What follows belongs to an exercise in optimizing a design on an open flow for small area; a production flow would make more cautious choices. The RTL was checked by simulation tests, not by an equivalence proof against the original design. Power figures rest on the tool's default switching activity, not on a simulated workload.

===== flow/run.sh =====
#!/bin/bash
# synth_recipe.tcl (not shown) runs the flow's synth.tcl, then flattens the netlist and writes it again
# the make line also repeats each setting of config.mk as NAME=value (left out here)
make -C /OpenROAD-flow-scripts/flow DESIGN_CONFIG=/design/flow/config.mk WORK_HOME=/design/flow/orfs CLKGATE_MAP_FILE= SYNTH_SCRIPT=/design/flow/synth_recipe.tcl finish

===== flow/config.mk =====
export PLATFORM = sky130hd
export DESIGN_NAME = Segway
export DESIGN_NICKNAME = Segway
export VERILOG_FILES = /design/flow/design.v
export SDC_FILE = /design/flow/constraint.sdc
export NUM_CORES = 4
export LEC_CHECK = 0
export CAP_MARGIN = 20
export CORE_MARGIN = 2
export CORE_UTILIZATION = 40
export PLACE_DENSITY = 0.6
export SLEW_MARGIN = 20

===== flow/constraint.sdc =====
create_clock -name core_clock -period 20.0 [get_ports {clk}]
set_input_delay 4.0000 -clock core_clock [delete_from_list [all_inputs] [get_ports {clk}]]
set_output_delay 4.0000 -clock core_clock [all_outputs]
set_load 0.01 [all_outputs]

===== flow/design.v =====
module Segway(clk,RST_n,LED,INERT_SS_n,INERT_MOSI,
              INERT_SCLK,INERT_MISO,A2D_SS_n,A2D_MOSI,A2D_SCLK,
			  A2D_MISO,PWM_rev_rght,PWM_frwrd_rght,PWM_rev_lft,
			  PWM_frwrd_lft,piezo_n,piezo,INT,RX);
  input clk,RST_n;
  input INERT_MISO;						 
  input A2D_MISO;						 
  input INT;							 
  input RX;								 
  output [7:0] LED;						 
  output A2D_SS_n, INERT_SS_n;			 
  output A2D_MOSI, INERT_MOSI;			 
  output A2D_SCLK, INERT_SCLK;			 
  output PWM_rev_rght, PWM_frwrd_rght;   
  output PWM_rev_lft, PWM_frwrd_lft;	 
  output piezo_n,piezo;					 
  localparam fast_sim = 1;				 
  localparam BATT_LOW_THRESH = 12'h800;  
  wire rst_n;                            
  wire [11:0] lft_ld, rght_ld, batt;
  wire vld;								 
  wire [15:0] ptch;						 
  wire pwr_up;
  wire [11:0] ld_cell_diff;
  wire en_steer;
  wire rider_off;
  wire lft_rev, rght_rev;
  wire [10:0] lft_spd, rght_spd;
  wire ovr_spd;
  wire batt_low;
  assign LED = 8'h00;				 
  assign batt_low = batt < BATT_LOW_THRESH;  
  Auth_blk Auth_block(.clk(clk), .rst_n(rst_n), .rider_off(rider_off), .pwr_up(pwr_up), .RX(RX));
  inert_intf Inertial_Interface(.clk(clk), .rst_n(rst_n), .vld(vld), .ptch(ptch), .SS_n(INERT_SS_n), 
								.SCLK(INERT_SCLK), .MOSI(INERT_MOSI), .MISO(INERT_MISO), .INT(INT));
  balance_cntrl  #(.fast_sim(fast_sim)) balance_control(.clk(clk), .rst_n(rst_n), .vld(vld), .ptch(ptch), .ld_cell_diff(ld_cell_diff),
							   .lft_spd(lft_spd), .lft_rev(lft_rev), .rght_spd(rght_spd), .rght_rev(rght_rev),
							   .rider_off(rider_off), .en_steer(en_steer), .pwr_up(pwr_up), .ovr_spd(ovr_spd));
  steer_en  #(.fast_sim(fast_sim)) steer_enable(.clk(clk), .rst_n(rst_n), .lft_ld(lft_ld), .rght_ld(rght_ld), .ld_cell_diff(ld_cell_diff),
						.en_steer(en_steer), .rider_off(rider_off));
  mtr_drv motor_drive(.clk(clk), .rst_n(rst_n), .PWM_rev_lft(PWM_rev_lft), .PWM_rev_rght(PWM_rev_rght), .PWM_frwrd_rght(PWM_frwrd_rght),
					  .PWM_frwrd_lft(PWM_frwrd_lft), .lft_spd(lft_spd), .lft_rev(lft_rev), .rght_spd(rght_spd), .rght_rev(rght_rev));
  A2D_Intf A2D_interface(.clk(clk), .rst_n(rst_n), .nxt(vld), .lft_ld(lft_ld), .rght_ld(rght_ld),
						.batt(batt), .SS_n_A2D(A2D_SS_n), . SCLK_A2D(A2D_SCLK), .MOSI_A2D(A2D_MOSI),
						.MISO_A2D(A2D_MISO));
  piezo #(.fast_sim(fast_sim)) pepperoni_piezo(.clk(clk), .rst_n(rst_n), .piezo(piezo), .piezo_n(piezo_n), .batt_low(batt_low), 
						.ovr_spd(ovr_spd), .norm_mode(en_steer));
  rst_synch iRST(.clk(clk),.RST_n(RST_n),.rst_n(rst_n));
endmodule
module Auth_blk(clk, rst_n, rider_off, pwr_up, RX);
	input clk, rst_n;
	input logic RX, rider_off;
	output logic pwr_up;
	logic [7:0] rx_data;
	logic clr_rx_rdy, rx_rdy;
	localparam go = 8'h67; 				 
	localparam stop = 8'h73; 			 
	UART_rcv receiver(.clk(clk), .rst_n(rst_n), .RX(RX), .clr_rdy(clr_rx_rdy), .rdy(rx_rdy), .rx_data(rx_data));
	typedef enum reg [1:0] {OFF, PWR1, PWR2} state_t;
	state_t state, nxt_state;
	always_ff @(posedge clk, negedge rst_n) begin
		if(!rst_n) state <= OFF;
		else state <= nxt_state;
	end
	always_comb begin
		nxt_state = OFF;
		pwr_up = 0; clr_rx_rdy = 0; 									 
		case (state)
			OFF: begin 										 
				if ((rx_data == go) && (rx_rdy)) begin
					clr_rx_rdy = 1;								 
					nxt_state =  PWR1;																					
				end
			end
			PWR1: begin
				pwr_up = 1; 											 
				if((rx_data == stop) && (rx_rdy)) begin			 
						clr_rx_rdy = 1;	
						nxt_state = PWR2;						 
				end
				else nxt_state = PWR1;								 
			end
			default: begin
				pwr_up = 1;									 
				if ((rx_data == go) && (rx_rdy)) begin
					clr_rx_rdy = 1;
					nxt_state = PWR1;
				end
				else if (rider_off) nxt_state = OFF;
				else nxt_state = PWR2;
			end
		endcase
	end
endmodule
module UART_rcv(clk,rst_n,RX,rdy,rx_data,clr_rdy);
input clk,rst_n;			 
input RX;					 
input clr_rdy;			 
output rdy;				 
output [7:0] rx_data;		 
typedef enum reg {IDLE, RX_STATE} state_t;
state_t state, nxt_state;
reg [8:0] shift_reg;		 
reg [3:0] bit_cnt;			 
reg [11:0] baud_cnt;			 
reg rdy;					 
reg rx_ff1, rx_ff2;			 
logic start, set_rdy, receiving;		 
wire shift;
always_ff @(posedge clk or negedge rst_n)
  if (!rst_n)
    state <= IDLE;
  else
    state <= nxt_state;
always_ff @(posedge clk or negedge rst_n)
  if (!rst_n)
    bit_cnt <= 4'b0000;
  else if (start)
    bit_cnt <= 4'b0000;
  else if (shift)
    bit_cnt <= bit_cnt+1;
always_ff @(posedge clk or negedge rst_n)
  if (!rst_n)
    baud_cnt <= 1302;			 
  else if (start)
    baud_cnt <= 1302;			 
  else if (shift)
    baud_cnt <= 2604;			 
  else if (receiving)
    baud_cnt <= baud_cnt-1;		 
always_ff @(posedge clk)
  if (shift)
    shift_reg <= {rx_ff2,shift_reg[8:1]};    
always @(posedge clk or negedge rst_n)
  if (!rst_n)
    rdy <= 1'b0;
  else if (start || clr_rdy)
    rdy <= 1'b0;			 
  else if (set_rdy)
    rdy <= 1'b1;
always_ff @(posedge clk or negedge rst_n)
  if (!rst_n)
    begin
      rx_ff1 <= 1'b1;			 
      rx_ff2 <= 1'b1;
    end
  else
    begin
      rx_ff1 <= RX;
      rx_ff2 <= rx_ff1;
    end
always_comb
  begin
    start         = 0;
    set_rdy    = 0;
    receiving     = 0;
    nxt_state     = IDLE;	 
    case (state)
      IDLE : begin
        if (!rx_ff2)		 
          begin
            nxt_state = RX_STATE;
            start = 1;
          end
        else nxt_state = IDLE;
      end
      default : begin		 
        if (bit_cnt==4'b1010)
          begin
            set_rdy = 1;
            nxt_state = IDLE;
          end
        else
          nxt_state = RX_STATE;
        receiving = 1;
      end
    endcase
  end
assign shift = ~|baud_cnt; 						 
assign rx_data = shift_reg[7:0];				 
endmodule
module SPI_mstr16(done, rd_data, SS_n, SCLK, MOSI, MISO, wrt, clk, rst_n, cmd);
	input clk, rst_n; 							 
	input wrt;								 
	input MISO;								 
	input [15:0] cmd; 							 
	output logic [15:0] rd_data;						 
	output logic SS_n; 							 
	output logic SCLK;						   	 
	output logic MOSI,  done;						 
	logic rst_cnt;								 
	logic init;									 
	logic set_done;								 
	reg [4:0] sclk_div;							 
	logic smpl; 				 				 
	logic shft; 								 
	reg MISO_smpl;								 
	reg [15:0] shft_reg; 							 
	reg [4:0] shft_cnt; 							 
	assign SCLK = sclk_div[4]; 						 
	assign rd_data = shft_reg;						 
	assign MOSI = shft_reg[15]; 						 
	always @(posedge clk) begin
		if (rst_cnt) sclk_div <= 5'b10111;
		else sclk_div <= sclk_div  + 1;
	end
	always @(posedge clk) begin
		if (rst_cnt)  shft_cnt <= 0;				
		else if (shft) shft_cnt <= shft_cnt  + 1;
	end
	always @(posedge clk) begin
		if (smpl) MISO_smpl <= MISO;
	end
	always @(posedge clk) begin
		if (init) shft_reg <= cmd; 				 
		else if (shft) shft_reg <= {shft_reg[14:0], MISO_smpl};  
	end
	always @(posedge clk, negedge rst_n) begin
		if (!rst_n) done <= 0;										
		else if (init) done <= 0;						 
		else if (set_done) done <= 1; 							
	end
	always @(posedge clk, negedge rst_n) begin
		if (!rst_n) SS_n <= 1;										
		else if (init) SS_n <= 0;						 
		else if (set_done) SS_n <= 1; 							
	end
	typedef enum reg[1:0] {IDLE, SAMPLE_WAIT, SHIFT_WAIT, FINAL} state_t;
	state_t state, nxt_state;
	always_ff @(posedge clk, negedge rst_n) begin
		if (!rst_n) state <= IDLE;
		else state <= nxt_state;
	end
	always_comb begin
		nxt_state = IDLE;
		rst_cnt = 0; 
		set_done = 0;								 
		init = 0;
		smpl = 0;
		shft = 0;
		case (state)
			IDLE: begin
				rst_cnt = 1; 						 
				if (wrt) begin
					init = 1;					 
					nxt_state = SAMPLE_WAIT;
				end
			end
			SAMPLE_WAIT: begin 						 
				if (&sclk_div[3:0]) begin 				 
					smpl = 1;					 
					if (&shft_cnt[3:0]) begin 			 
						nxt_state = FINAL;															
					end
					else nxt_state = SHIFT_WAIT;			 
				end 
				else nxt_state = SAMPLE_WAIT;				 
			end
			SHIFT_WAIT: begin						 
				if(&sclk_div) begin					 
					shft = 1;					 
					nxt_state = SAMPLE_WAIT;
				end
				 else begin
					nxt_state = SHIFT_WAIT;
				end
			end 
			FINAL: begin
				if (&sclk_div) begin 					 
					nxt_state = IDLE;
					rst_cnt = 1;					 
					set_done = 1;					 
					shft = 1;
				end
				else begin
					nxt_state = FINAL;
				end
			end
		default: nxt_state = IDLE;
		endcase
	end
endmodule
module inertial_integrator(clk,rst_n,vld,ptch_rt,AZ,ptch);
	localparam PTCH_RT_OFFSET = 16'h03C2;
	localparam AZ_OFFSET = 16'hFE80;
	localparam FUDGE_FACTOR = $signed(12'h147);			 
	input clk,rst_n;
	input vld;											 
	input signed [15:0] ptch_rt; 						 
	input signed [15:0] AZ;								 
	output signed [15:0]ptch;							 
	logic signed [26:0]ptch_int;						 
	logic signed [26:0]fusion_ptch_offset;
	logic signed [15:0]ptch_rt_comp,AZ_comp;
	logic signed [25:0]ptch_acc_product;
	logic signed [15:0]ptch_acc;
  assign AZ_comp = AZ - AZ_OFFSET;		
  assign ptch_acc_product = AZ_comp * FUDGE_FACTOR; 						 
  assign ptch_acc = {{3{ptch_acc_product[25]}},ptch_acc_product[25:13]};  	 
  assign ptch = ptch_int[26:11];									 
  assign fusion_ptch_offset = (ptch_acc > ptch) ? 1024 : -1024;		 
  assign ptch_rt_comp = ptch_rt - PTCH_RT_OFFSET;					 
  always_ff @(posedge clk,negedge rst_n) begin
    if (!rst_n)
      ptch_int <= 0;
    else if (vld)
      ptch_int <= ptch_int - {{11{ptch_rt_comp[15]}},ptch_rt_comp} + fusion_ptch_offset;
  end
endmodule
module inert_intf(clk, rst_n,  vld, ptch, SS_n, SCLK, MOSI, MISO, INT);
	input clk, rst_n; 							 
	input  INT;									 
	output logic vld;							 
	output [15:0] ptch;							 
	input MISO;
	output SS_n, SCLK, MOSI; 
	logic [15:0] cmd;
	logic [15:0] rd_data;
	logic wrt, done;
	logic C_P_L, C_P_H, C_AZ_L, C_AZ_H; 		 
	logic [7:0] pitch_L, pitch_H, AZL, AZH; 		 
	logic INT_meta1, INT_meta2;					 
	logic [15:0] timer;
	SPI_mstr16 spi(.wrt(wrt), .cmd(cmd), .MISO(MISO), .clk(clk), .rst_n(rst_n),
			.done(done), .rd_data(rd_data), .SS_n(SS_n), .SCLK(SCLK), .MOSI(MOSI));
	inertial_integrator intgr(.clk(clk),.rst_n(rst_n), .vld(vld),
			.ptch_rt({pitch_H, pitch_L}), .AZ({AZH, AZL}), .ptch(ptch));
	always_ff @(posedge clk, negedge rst_n) begin
		if (!rst_n) pitch_L<=0;
		else if (C_P_L) pitch_L <= rd_data [7:0];
	end	
	always_ff @(posedge clk, negedge rst_n) begin
    	if (!rst_n) pitch_H<=0;
		else if (C_P_H) pitch_H <= rd_data [7:0];
	end	
	always_ff @(posedge clk, negedge rst_n) begin
		if (!rst_n) AZL<=0;
		else if (C_AZ_L) AZL <= rd_data [7:0];
	end	
	always_ff @(posedge clk, negedge rst_n) begin
		if (!rst_n) AZH<=0;
		else if (C_AZ_H) AZH <= rd_data [7:0];
	end
	always_ff @(posedge clk, negedge rst_n) begin
		if (!rst_n) begin
			INT_meta1 <= 0;
			INT_meta2 <= 0;
		end 
		else begin
			INT_meta1 <= INT;
			INT_meta2 <= INT_meta1;
		end 
	end
	always_ff @(posedge clk, negedge rst_n) begin
		if (!rst_n) timer <= 0;
		else timer <= timer + 1;
	end
	typedef enum logic [3:0] {INIT1, INIT2, INIT3, INIT4,
							WAIT, READ1, READ2, READ3, READ4, ASRT_VLD} state_t;
	state_t state, nxt_state;
	always_ff @(posedge clk, negedge rst_n) begin
		if (!rst_n) state <= INIT1;
		else state <= nxt_state;
	end
	always_comb begin
		nxt_state = INIT1;			
		cmd = 0;
		wrt = 0;
		C_P_H = 0;
		C_P_L = 0;
		C_AZ_H = 0;
		C_AZ_L = 0;
		vld = 0;
		case (state)
		  INIT1: begin
			cmd = 16'h0D02;
			if (&timer) begin
				nxt_state = INIT2;
				wrt = 1;
			end 
			else nxt_state = INIT1;
		  end
		  INIT2: begin
			cmd = 16'h1053;
			if (done) begin
				nxt_state = INIT3;
				wrt = 1;
			end 
			else nxt_state = INIT2;
		  end
		  INIT3: begin
			cmd = 16'h1150;
			if (done) begin
				nxt_state = INIT4;
				wrt = 1;
			end 
			else nxt_state = INIT3;
		  end
		  INIT4: begin
			cmd = 16'h1460;
			if (done) begin
				nxt_state = WAIT;
				wrt = 1;
			end 
			else nxt_state = INIT4;
		  end
		  WAIT: begin
                        cmd = 16'hA200;
			if (INT_meta2) begin
				nxt_state = READ1;
				wrt = 1;
			end 
			else nxt_state = WAIT;
		  end
		  READ1: begin
			cmd = 16'hA300;
			if (done) begin
				nxt_state = READ2;
				wrt = 1;
				C_P_L = 1;						 
			end
			else nxt_state = READ1;
		  end
		  READ2: begin
			cmd = 16'hAC00;
			if (done) begin
				nxt_state = READ3;
				wrt = 1;
				C_P_H = 1;
			end
			else nxt_state = READ2;
		  end
		  READ3: begin
			cmd = 16'hAD00;
			if (done) begin
				nxt_state = READ4;
				wrt = 1;
				C_AZ_L = 1;
			end 
			else nxt_state = READ3;
		  end
		  READ4: begin
			if (done) begin
				nxt_state = ASRT_VLD;
				wrt = 1;
				C_AZ_H = 1;
			end 
			else nxt_state = READ4;
		  end
		  default: begin
                     vld = 1;
                     nxt_state = WAIT;
                  end
		endcase
	end
endmodule
module balance_cntrl(clk,rst_n,vld,ptch,ld_cell_diff,lft_spd,lft_rev,
                     rght_spd,rght_rev,rider_off, en_steer, pwr_up, ovr_spd);
	parameter fast_sim = 0; 					 
  localparam most_neg10b = 10'h200; 			 
  localparam most_pos10b = 10'h1FF; 			 
  localparam most_neg7b  =  7'h40;			 
  localparam most_pos7b  =  7'h3F;			 
  localparam most_pos11b_unsigned = 11'h7FF; 		 
  localparam warningSpeed = 11'h600;			 
  input clk,rst_n;
  input vld;						 
  input signed [15:0] ptch;			 
  input signed [11:0] ld_cell_diff;	 
  input rider_off;					 
  input en_steer;
  input pwr_up;						 
  output reg [10:0] lft_spd;			 
  output lft_rev;					 
  output reg [10:0] rght_spd;			 
  output rght_rev;					 
  output ovr_spd;					 
  reg signed [17:0] integrator;
  reg [9:0] ptch_err_sat_Stored1;  
  reg [9:0] prev_ptch_err ;
  wire signed [9:0]  ptch_err_sat;
  wire signed [15:0] PID_cntrl;
  wire signed [15:0] lft_torque;
  wire signed [15:0] steerEN_lft_torque;
  wire signed [15:0] rght_torque;
  wire signed [15:0] steerEN_rght_torque;
  wire signed [15:0] lft_torque_SignMult;
  wire signed [15:0] rght_torque_SignMult;
  wire signed [15:0] lft_torque_plusMinus_MinDuty;
  wire signed [15:0] rght_torque_plusMinus_MinDuty;
  wire signed [15:0] lft_shaped_int;
  logic signed [15:0] lft_shaped;
  wire signed [15:0] rght_shaped_int;
  logic signed [15:0] rght_shaped;
  wire [15:0] abs_lft_torque;
  wire [15:0] abs_rght_torque;
  wire [15:0] abs_lft_shaped;
  wire [15:0] abs_rght_shaped;
  logic signed [14:0] ptch_P_term;
  wire signed [17:0] nxt_integrator ; 
  wire neg_overflow;
  wire pos_overflow;
  wire overflow;
  logic signed [12:0] ptch_D_term;
  wire signed [9:0] ptch_D_diff;  
  wire signed [6:0] ptch_D_diff_sat;
  localparam P_COEFF = 5'h0E;
  localparam D_COEFF = 6'h14;			 
  localparam LOW_TORQUE_BAND = 8'h46;	 
  localparam GAIN_MULTIPLIER = 6'h0F;	 
  localparam MIN_DUTY = 15'h03D4;		 
  assign ptch_err_sat = (ptch[15]) ?  
						(&ptch[15:9] ? ptch[9:0] 	 : most_neg10b) :  
						(|ptch[15:9] ? most_pos10b   : ptch[9:0]);  
  always_ff @(posedge clk, negedge rst_n) begin
    if(!rst_n) ptch_P_term <= 0;
    else ptch_P_term <= ($signed(P_COEFF)) * (ptch_err_sat);
  end
  assign nxt_integrator = integrator + {{8{ptch_err_sat[9]}}, ptch_err_sat};
  assign neg_overflow = (integrator[17] & ptch_err_sat[9])   ?   (~nxt_integrator[17]): 1'b0;  
  assign pos_overflow = (!integrator[17] & !ptch_err_sat[9]) ?   nxt_integrator[17]   : 1'b0;  
  assign overflow = (neg_overflow | pos_overflow);
  always @(posedge clk, negedge rst_n) begin
	if(!rst_n) 
		integrator <= 0;
	else if (~pwr_up)
		integrator <= 0;
	else if (rider_off) 
		integrator <= 0;
	else if ((!overflow) & vld)  
		integrator <= nxt_integrator;
  end
  always @(posedge clk, negedge rst_n) begin
	if (!rst_n) begin
		ptch_err_sat_Stored1 <= 0;
		prev_ptch_err <= 0;
	end
	else if (vld) begin
		ptch_err_sat_Stored1 <= ptch_err_sat;
		prev_ptch_err <= ptch_err_sat_Stored1;
	end
  end
  assign ptch_D_diff = ptch_err_sat - prev_ptch_err;
  assign ptch_D_diff_sat = (ptch_D_diff[9]) ?  
						   (&ptch_D_diff[9:6] ? ptch_D_diff[6:0] : most_neg7b) :  
						   (|ptch_D_diff[9:6] ? most_pos7b : ptch_D_diff[6:0]);  
  always_ff @(posedge clk, negedge rst_n) begin
    if(!rst_n) ptch_D_term <= 0;
    else ptch_D_term <= ($signed(D_COEFF)) * ptch_D_diff_sat;  
  end
	assign PID_cntrl = $signed({ptch_P_term[14], ptch_P_term} + {{3{ptch_D_term[12]}}, ptch_D_term} + (fast_sim ? integrator[17:2] : {{4{integrator[17]}}, integrator[17:6]} )); 
	assign steerEN_lft_torque = PID_cntrl[15] ? (PID_cntrl+ {{7{ld_cell_diff[11]}}, ld_cell_diff[11:3]}) : (PID_cntrl - {{7{ld_cell_diff[11]}}, ld_cell_diff[11:3]});
	assign steerEN_rght_torque = PID_cntrl[15] ? ( PID_cntrl - {{7{ld_cell_diff[11]}}, ld_cell_diff[11:3]}) : (PID_cntrl + {{7{ld_cell_diff[11]}}, ld_cell_diff[11:3]}) ;
	assign lft_torque = (en_steer) ? steerEN_lft_torque : PID_cntrl;
	assign rght_torque = (en_steer) ? steerEN_rght_torque : PID_cntrl;
  wire [10:0] lft_spd_test;
  wire [10:0] rght_spd_test;
  assign lft_torque_plusMinus_MinDuty = (lft_torque[15]) ? (lft_torque - MIN_DUTY) : (lft_torque + MIN_DUTY);  
  assign lft_torque_SignMult = ($signed(GAIN_MULTIPLIER)) * lft_torque;
  assign abs_lft_torque = lft_torque[15] ? -lft_torque : lft_torque;  
  assign lft_shaped_int  = (abs_lft_torque >= LOW_TORQUE_BAND) ? lft_torque_plusMinus_MinDuty : lft_torque_SignMult;
  assign lft_rev = lft_shaped[15];  
  assign abs_lft_shaped = lft_shaped[15] ? -lft_shaped : lft_shaped;
  assign lft_spd = pwr_up ? ((|abs_lft_shaped[15:11]) ? most_pos11b_unsigned : abs_lft_shaped[10:0]) : 11'h000;  
  always_ff @(posedge clk, negedge rst_n) begin
     if(!rst_n) lft_shaped <=0;
     else lft_shaped <= lft_shaped_int;
  end
  assign rght_torque_plusMinus_MinDuty = (rght_torque[15]) ? (rght_torque - MIN_DUTY) : (rght_torque + MIN_DUTY);  
  assign rght_torque_SignMult = ($signed(GAIN_MULTIPLIER)) * rght_torque;
  assign abs_rght_torque = rght_torque[15] ? -rght_torque : rght_torque;  
  assign rght_shaped_int = (abs_rght_torque >= LOW_TORQUE_BAND) ? rght_torque_plusMinus_MinDuty : rght_torque_SignMult;
  assign rght_rev = rght_shaped[15];  
  assign abs_rght_shaped = rght_shaped[15] ? -rght_shaped : rght_shaped;
  assign rght_spd = pwr_up ? ((|abs_rght_shaped[15:11]) ? most_pos11b_unsigned : abs_rght_shaped[10:0]) : 11'h000;  
  always_ff @(posedge clk, negedge rst_n) begin
     if(!rst_n) rght_shaped <=0;
     else rght_shaped <= rght_shaped_int;
  end
  assign ovr_spd = ((lft_spd > warningSpeed) || ( rght_spd > warningSpeed));
endmodule 
module steer_en(clk,rst_n,lft_ld,rght_ld,ld_cell_diff,en_steer,rider_off);
  localparam MIN_RIDER_WEIGHT = 12'h200;	 
  parameter fast_sim = 0; 					 
  input clk;								 
  input rst_n;								 
  input signed [11:0]lft_ld,rght_ld;
  output signed [11:0]ld_cell_diff;
  output logic en_steer;					 
  output wire rider_off;					 
  logic [25:0] waitTimer;					 
  logic tmr_full;							 
  logic clr_tmr;							 
  logic [11:0] ld_cell_diff_abs;
  logic signed [11:0] ld_cell_sum;
  logic sum_gt_min;							 
  logic diff_gt_fourth;						 
  logic diff_gt_15_16;						 
  assign ld_cell_diff = lft_ld - rght_ld;
  assign ld_cell_sum = lft_ld + rght_ld;
  assign sum_gt_min = ld_cell_sum >=  MIN_RIDER_WEIGHT;
  assign ld_cell_diff_abs = !ld_cell_diff[11] ? ld_cell_diff : -ld_cell_diff;
  assign diff_gt_fourth = ld_cell_diff_abs > {{2{ld_cell_sum[11]}},ld_cell_sum[11:2]};
  assign diff_gt_15_16 = ld_cell_diff_abs > (($signed(15))*({{4{ld_cell_sum[11]}},ld_cell_sum[11:4]}));  
  always_ff @(posedge clk,negedge rst_n) begin
    if (!rst_n) waitTimer <= 0;
	else if (clr_tmr) waitTimer <= 0;
	else waitTimer <= waitTimer + 1;
  end
  assign tmr_full = fast_sim ? (&waitTimer[14:0]) : (&waitTimer);
  typedef enum reg[1:0] {IDLE, WAIT, STEER_EN} state_t;  
  state_t state, nxt_state;		 
  always_ff @(posedge clk, negedge rst_n) begin
	if(!rst_n)
		state <= IDLE;
	else
		state <= nxt_state;
  end
  assign rider_off = (!sum_gt_min);
  always_comb  begin
	nxt_state = IDLE;  
	clr_tmr = 0;	 
	en_steer = 0;	 
	case (state)
		IDLE: begin
			if (sum_gt_min) begin                
				nxt_state = WAIT;
				clr_tmr = 1;
			end
		end
		WAIT: begin
			if (~sum_gt_min) nxt_state = IDLE;   
			else if (diff_gt_fourth) begin
				nxt_state = WAIT;				 
				clr_tmr = 1;					 
			end
			else if ( tmr_full) begin
				nxt_state = STEER_EN;
				en_steer = 1;
			end
			else nxt_state = WAIT; 				 
		end
		default: begin
			if (~sum_gt_min) nxt_state = IDLE;
			else if (diff_gt_15_16) begin 		 
				nxt_state = WAIT;
				clr_tmr = 1;
			end
			else begin							 
				nxt_state = STEER_EN;
				en_steer = 1;
			end
		end
	endcase
	end
endmodule
module PWM11 (PWM_sig, clk, rst_n, duty);
	input clk, rst_n; 		 
	input [10:0] duty; 		 
	output logic PWM_sig; 	 
	logic [10:0] count;	     
	always_ff @(posedge clk, negedge rst_n) begin
		if (!rst_n)
			count <= 11'h000;
		else 
			count <= count + 1;
	end
	always_ff @(posedge clk, negedge rst_n) begin
		if (!rst_n) 				 
			PWM_sig <= 1'b0;
		else if (count >= duty) 	 
			PWM_sig <= 1'b0;
		else if (count == 11'h0000)
			PWM_sig <= 1'b1;
	end
endmodule
module mtr_drv (PWM_rev_lft, PWM_frwrd_lft, PWM_rev_rght, PWM_frwrd_rght,
				clk, rst_n, lft_spd, lft_rev, rght_spd, rght_rev);
	output logic PWM_rev_lft, PWM_frwrd_lft, PWM_rev_rght, PWM_frwrd_rght;
	input clk, rst_n;
	input logic lft_rev, rght_rev;
	input [10:0] rght_spd, lft_spd;  
	wire lftMotor, rghtMotor;
	PWM11 lftPWM(.PWM_sig(lftMotor), .clk(clk), .rst_n(rst_n), .duty(lft_spd));
	assign PWM_rev_lft = lftMotor & lft_rev;
	assign PWM_frwrd_lft = lftMotor & ~lft_rev;
	PWM11 rghtPWM(.PWM_sig(rghtMotor), .clk(clk), .rst_n(rst_n), .duty(rght_spd));
	assign PWM_rev_rght = rghtMotor & rght_rev;
	assign PWM_frwrd_rght = rghtMotor & ~rght_rev;
endmodule
module A2D_Intf(clk,rst_n, nxt, lft_ld, rght_ld, batt, SS_n_A2D, SCLK_A2D, MOSI_A2D, MISO_A2D);
	localparam CHAN0 = 3'b000;
	localparam CHAN4 = 3'b100;
	localparam CHAN5 = 3'b101;
	input clk, rst_n; 				 
	output logic [11:0] lft_ld;    	 
	output logic [11:0] rght_ld;     
	output logic [11:0] batt;    	 
	input nxt;						 
	input logic MISO_A2D; 				 
	output logic SS_n_A2D;				 
	output logic SCLK_A2D;				 
	output logic MOSI_A2D;				 
	logic [15:0] rd_data;			 
	logic [15:0] cmd;				 
	logic wrt;						 
	logic done;						 
	logic en_0, en_4, en_5; 		 
	logic [2:0] channel ;			 
	logic [1:0] round_robin_cnt ;	 
	logic update;					 
	assign cmd = {2'b00, channel[2:0], 11'h000}; 		 
	assign en_0 = (update) && (channel == 3'b000);		 
	assign en_4 = (update) && (channel == 3'b100);
	assign en_5 = (update) && (channel == 3'b101);
	SPI_mstr16 SPI_Interface(.clk(clk), .rst_n(rst_n), .rd_data(rd_data), .SS_n(SS_n_A2D), .SCLK(SCLK_A2D), 
							 .MOSI(MOSI_A2D), .MISO(MISO_A2D), .wrt(wrt), .cmd(cmd), .done(done));
		always_comb begin
			case (round_robin_cnt) 
				2'b00 : channel = CHAN0;
				2'b01 : channel = CHAN4;
				2'b10 : channel = CHAN5;
				default : channel = CHAN0;
			endcase
		end
	 always_ff @(posedge clk, negedge rst_n) begin
		 if (!rst_n) round_robin_cnt <= 0;
		 else if(update) begin
		 	if(round_robin_cnt == 2'b10) round_robin_cnt <= 2'b00;
		   	else round_robin_cnt <= round_robin_cnt + 1;
		 end
		end
		always_ff @(posedge clk, negedge rst_n) begin
			if (!rst_n) lft_ld <= 0;
			else if (en_0) lft_ld <= rd_data[11:0];	
		end
		always_ff @(posedge clk, negedge rst_n) begin
			if (!rst_n) rght_ld <= 0;
			else if (en_4) rght_ld <= rd_data[11:0];	
		end
		always_ff @(posedge clk, negedge rst_n) begin
			if (!rst_n) batt <= 0;
			else if (en_5) batt <= rd_data[11:0];	
		end
	typedef enum reg [1:0]{IDLE,SPI_1,WAIT,SPI_2} state_t;
	state_t state,nxt_state;
	always_ff @(posedge clk,negedge rst_n) begin
		if (!rst_n) state <= IDLE;
		else state <= nxt_state;
	end
	always_comb begin
		nxt_state = IDLE;
		wrt = 0;							 
		update = 0;							 
		case(state)
			IDLE: begin				 		 
				if (nxt) begin
					wrt = 1;
					nxt_state = SPI_1;
				end
			end
			SPI_1: begin					 
				if (done) nxt_state = WAIT;
				else nxt_state = SPI_1;
			end
			WAIT: begin						 
				wrt = 1;
				nxt_state = SPI_2;
			end
			default: begin					 
				if (done) begin
					update = 1;
				end
				else nxt_state = SPI_2;
			end
		endcase
	end
endmodule
module piezo(clk, rst_n, norm_mode, ovr_spd, batt_low, piezo, piezo_n);
	input clk,rst_n;
	input norm_mode,ovr_spd,batt_low;
	output piezo,piezo_n;
	parameter fast_sim = 0;	 
	localparam SH = fast_sim ? 8 : 0;
	reg [25:0]timer;
	wire norm_mode_wave,ovr_spd_wave,batt_low_wave;
	wire norm_tone_dur,warn_tone1_dur,warn_tone2_dur; 
	always_ff @(posedge clk,negedge rst_n)
	  if (!rst_n) timer <= 0;
	  else timer <= timer + 1;
	assign norm_mode_wave = timer[16-SH];	 
	assign ovr_spd_wave = timer[14-SH];	 
	assign batt_low_wave = timer[15-SH];	 
	assign norm_tone_dur = &timer[25-SH:24-SH];	 
	assign warn_tone1_dur = timer[24-SH];	 
	assign warn_tone2_dur = timer[23-SH];	 
	assign piezo = (ovr_spd & batt_low) ? (ovr_spd_wave & warn_tone2_dur):
		       ovr_spd	 ? (ovr_spd_wave & warn_tone1_dur)  :
		       batt_low	 ? (batt_low_wave & norm_tone_dur) :
		       norm_mode ? (norm_mode_wave & norm_tone_dur):
		       0;
	assign piezo_n = ~piezo;
endmodule
module rst_synch(RST_n, clk, rst_n);
	input RST_n, clk;
	output  rst_n;
	reg reg1, rst_n;
	always @(negedge clk, negedge RST_n) begin
		if (!RST_n) begin
			reg1 <= 0;
			rst_n <= 0;
		end
		else begin
			reg1 <= 1'b1;  
			rst_n <= reg1;
		end
	end
endmodule

==> results.txt <==
-- routing by layer --
layer / up-vias / wire length (µm) / GRT usage
li1: 12400 / - / -
met1: 11400 / 31000 / 0.204
met4: 0 / 1590 / 0.0457
met2: 283 / 32500 / 0.285
met5: - / 0 / 0
met3: 93 / 1800 / 0.0197
-- power by group through the flow --
stage                     logic (mW)  clock network, mW  registers, mW
final                         0.0448              0.848          0.758
after global routing          0.0536              0.904          0.760
after CTS                     0.0464              0.877          0.758
after detailed placement      0.0463                  0          0.771
after global placement        0.0450                  0          0.771
after floorplan               0.0287                  0          0.776
-- worst paths after layout --
kind,startpoint,end,slack (ns),cells after the start
setup / recovery,RST_n,iRST.reg1$_DFF_NN0_,6.39,1
hold / removal,iRST.reg1$_DFF_NN0_,iRST.rst_n$_DFF_NN0_,0.29,0
setup reg to reg,A2D_interface.rght_ld[0]$_DFFE_PN0P_,balance_control.lft_shaped[15]$_DFF_PN0_,7.78,52
hold reg to reg,iRST.reg1$_DFF_NN0_,iRST.rst_n$_DFF_NN0_,0.29,0
max in group core_clock,A2D_interface.rght_ld[0]$_DFFE_PN0P_,piezo,6.92,31
min in group asynchronous,iRST.rst_n$_DFF_NN0_,A2D_interface.SPI_Interface.state[1]$_DFF_PN0_,10.50,1
-- cells in the mapped netlist (8+ instances only) --
| master | count |
|---|---|
| nand2_1 | 300 |
| nor2_1 | 218 |
| nor2b_1 | 50 |
| a22oi_1 | 8 |
| and2_1 | 21 |
| a21o_1 | 56 |
| ha_1 | 451 |
| a21boi_0 | 8 |
| a211oi_1 | 18 |
| a211o_1 | 9 |
| and3_1 | 35 |
| edfxtp_1 | 30 |
| mux2_2 | 61 |
| dfstp_2 | 9 |
| o21bai_1 | 27 |
| inv_1 | 443 |
| xnor2_1 | 210 |
| nand3_1 | 89 |
| dfrtp_1 | 284 |
| xor2_1 | 138 |
| a21oi_1 | 205 |
| nor4_1 | 15 |
| a31oi_1 | 27 |
| clkbuf_1 | 50 |
| o21a_1 | 25 |
| o22ai_1 | 9 |
| nor3_1 | 59 |
| o31ai_1 | 25 |
| or2_2 | 11 |
| buf_4 | 10 |
| nand2b_1 | 46 |
| o21ai_0 | 187 |
| mux2i_1 | 69 |
| o21ai_1 | 14 |
| nand4_1 | 34 |
| dfxtp_1 | 31 |
| or3_1 | 23 |
| buf_2 | 11 |
| fa_1 | 129 |
| and4_1 | 9 |
-- metrics by stage --
step	setup slack (ns)	instances	hold WS, ns
finish	6.39	4725	0.294
global route	6.19	4725	0.308
CTS	6.41	4725	0.299
detailed placement	5.78	4646	0.302
global placement	5.79	4646	0.303
floorplan	1.10	3624	0.292
-- cell type report --
type / instances / area, µm² / area share
multi-input combinational: 2735 / 21900 / 0.614
sequential: 356 / 8910 / 0.249
inverter: 449 / 1690 / 0.0471
tap: 1070 / 1340 / 0.0374
clock buffer: 56 / 1210 / 0.0337
clock inverter: 23 / 349 / 0.00976
timing repair buffer: 36 / 325 / 0.00910
-- logic make-up after synthesis --
family,count (synthesis),synth area share
AOI/OAI and AO/OA,711,0.137
xor gates and xnor gates,350,0.0941
adders and majority gates,581,0.250
buffers and inverters,533,0.0638
DFF,356,0.271
muxes,138,0.0448
other,2,0.000228
and+or+nand+nor,946,0.138
==> results.txt <==
status=complete, no violations; total power=1.65 mW; Worst setup EP type=asynchronous set/reset pin; DR iter-0 viols=965; largest register by flop count=Inertial_Interface.intgr.ptch_int; die area=about 85000 µm²; Mapped Area=32900 µm²; slowest stage cell, crit path=clkdlybuf4s50_1; Routed Antenna Nets=0; Final Util=0.438; IO Pins=26; post-CTS setup buffers=0; initial antenna violation count=0; FFs w/ async S/R, synth=0.829; Leakage=between 15 and 20 nW; # setup viols final=0; Vias=24200; Peak VDD IR=55.9 µV; Root Driver=clkbuf_16; post-CTS resize count=0; Synth area leader=dfrtp_1; clock group share of total power=0.514; CP Cell Sequence=clkdlybuf4s50_1; vias in the first global route=24100; number of remaining DRC errors=0; Worst-Margin Slew=1.07 ns; CP startpoint kind=input pin; Worst Path Buf+Inv=1; RSZ-0062 raised after global routing=no; chip height=291 µm; Pint=about 1.3 mW; 1st-pass router iterations=5; WL per Instance=about 14 µm; share of cells above drive strength 1=0.0596; first-pass GRT wire length=roughly 120000 µm; Filler Cells Inserted=8126; area delta synth->final=8.77%; largest net degree at the start of global routing=167; chip width=just under 300 µm; setup_tns=0 ns; HPWL Detailed=52300 µm; most frequent cells in the layout=451 x ha_1, 443 x inv_1, 299 x nand2_1; Clock Pin Slew Worst Setup and Hold Paths=0.05 ns; synthesis warning total=13; # nets final=4207; synthesis-stage register bit count=between 300 and 400; RePlAce Congestion=roughly 0.89; CTS tree=yes; Cell Pwr Density=46.2 nW/µm²; Worst-Skew Late Latency=0.60 ns; commonest non-fill, non-tap cell in the layout=ha_1; design area=35800 µm²; Total Wirelength=between 60000 and 70000 µm; cts bufs inserted=43; H-tree depth=2; diodes inserted=0; Yosys top cell area share=0.216; sequential element share of the synthesized area=0.271; CP top delay family=buffers and inverters; ranking of synthesized cells by area=dfrtp_1 22%, ha_1 17%, fa_1 7.9%, xnor2_1 5.6%, inv_1 5.1%; net switching power=0.379 mW; class of the worst hold path=reg2reg; vias per cell=5.11; Seq pwr share=0.459; final count of hold timing violations=0; Core ar.=81700 µm²; CTS Hold Buffers Added=0; Initial Util=0.402; cell row count=105; number of synthesized flops with an enable pin=30; Clock Skew=0.0190 ns; CP Max Fanout=2; max reg flops=27; post-placement cell area=34200 µm²; Top FF cell, synth=dfrtp_1; Logic pwr share=0.027; Synth Instances=3617; Worst EP required=10.88 ns; max-cap check violation count=0; CP peak stage delay=0.49 ns; total track usage=0.160; leading registers by flop count=Inertial_Interface.intgr.ptch_int (27), balance_control.integrator (18), pepperoni_piezo.timer (18); GRT overflow=0; CTS Buffer Depth=3; syn avg cell area=9.09 µm²; critical path class=in2async; max_slew headroom=0.278; Port Buffers=17; Critical Path AT=about 4.5 ns; CTS sink cnt=356; Sw Ratio=0.230; Yosys cell types=104; fin. max-slew vios=0
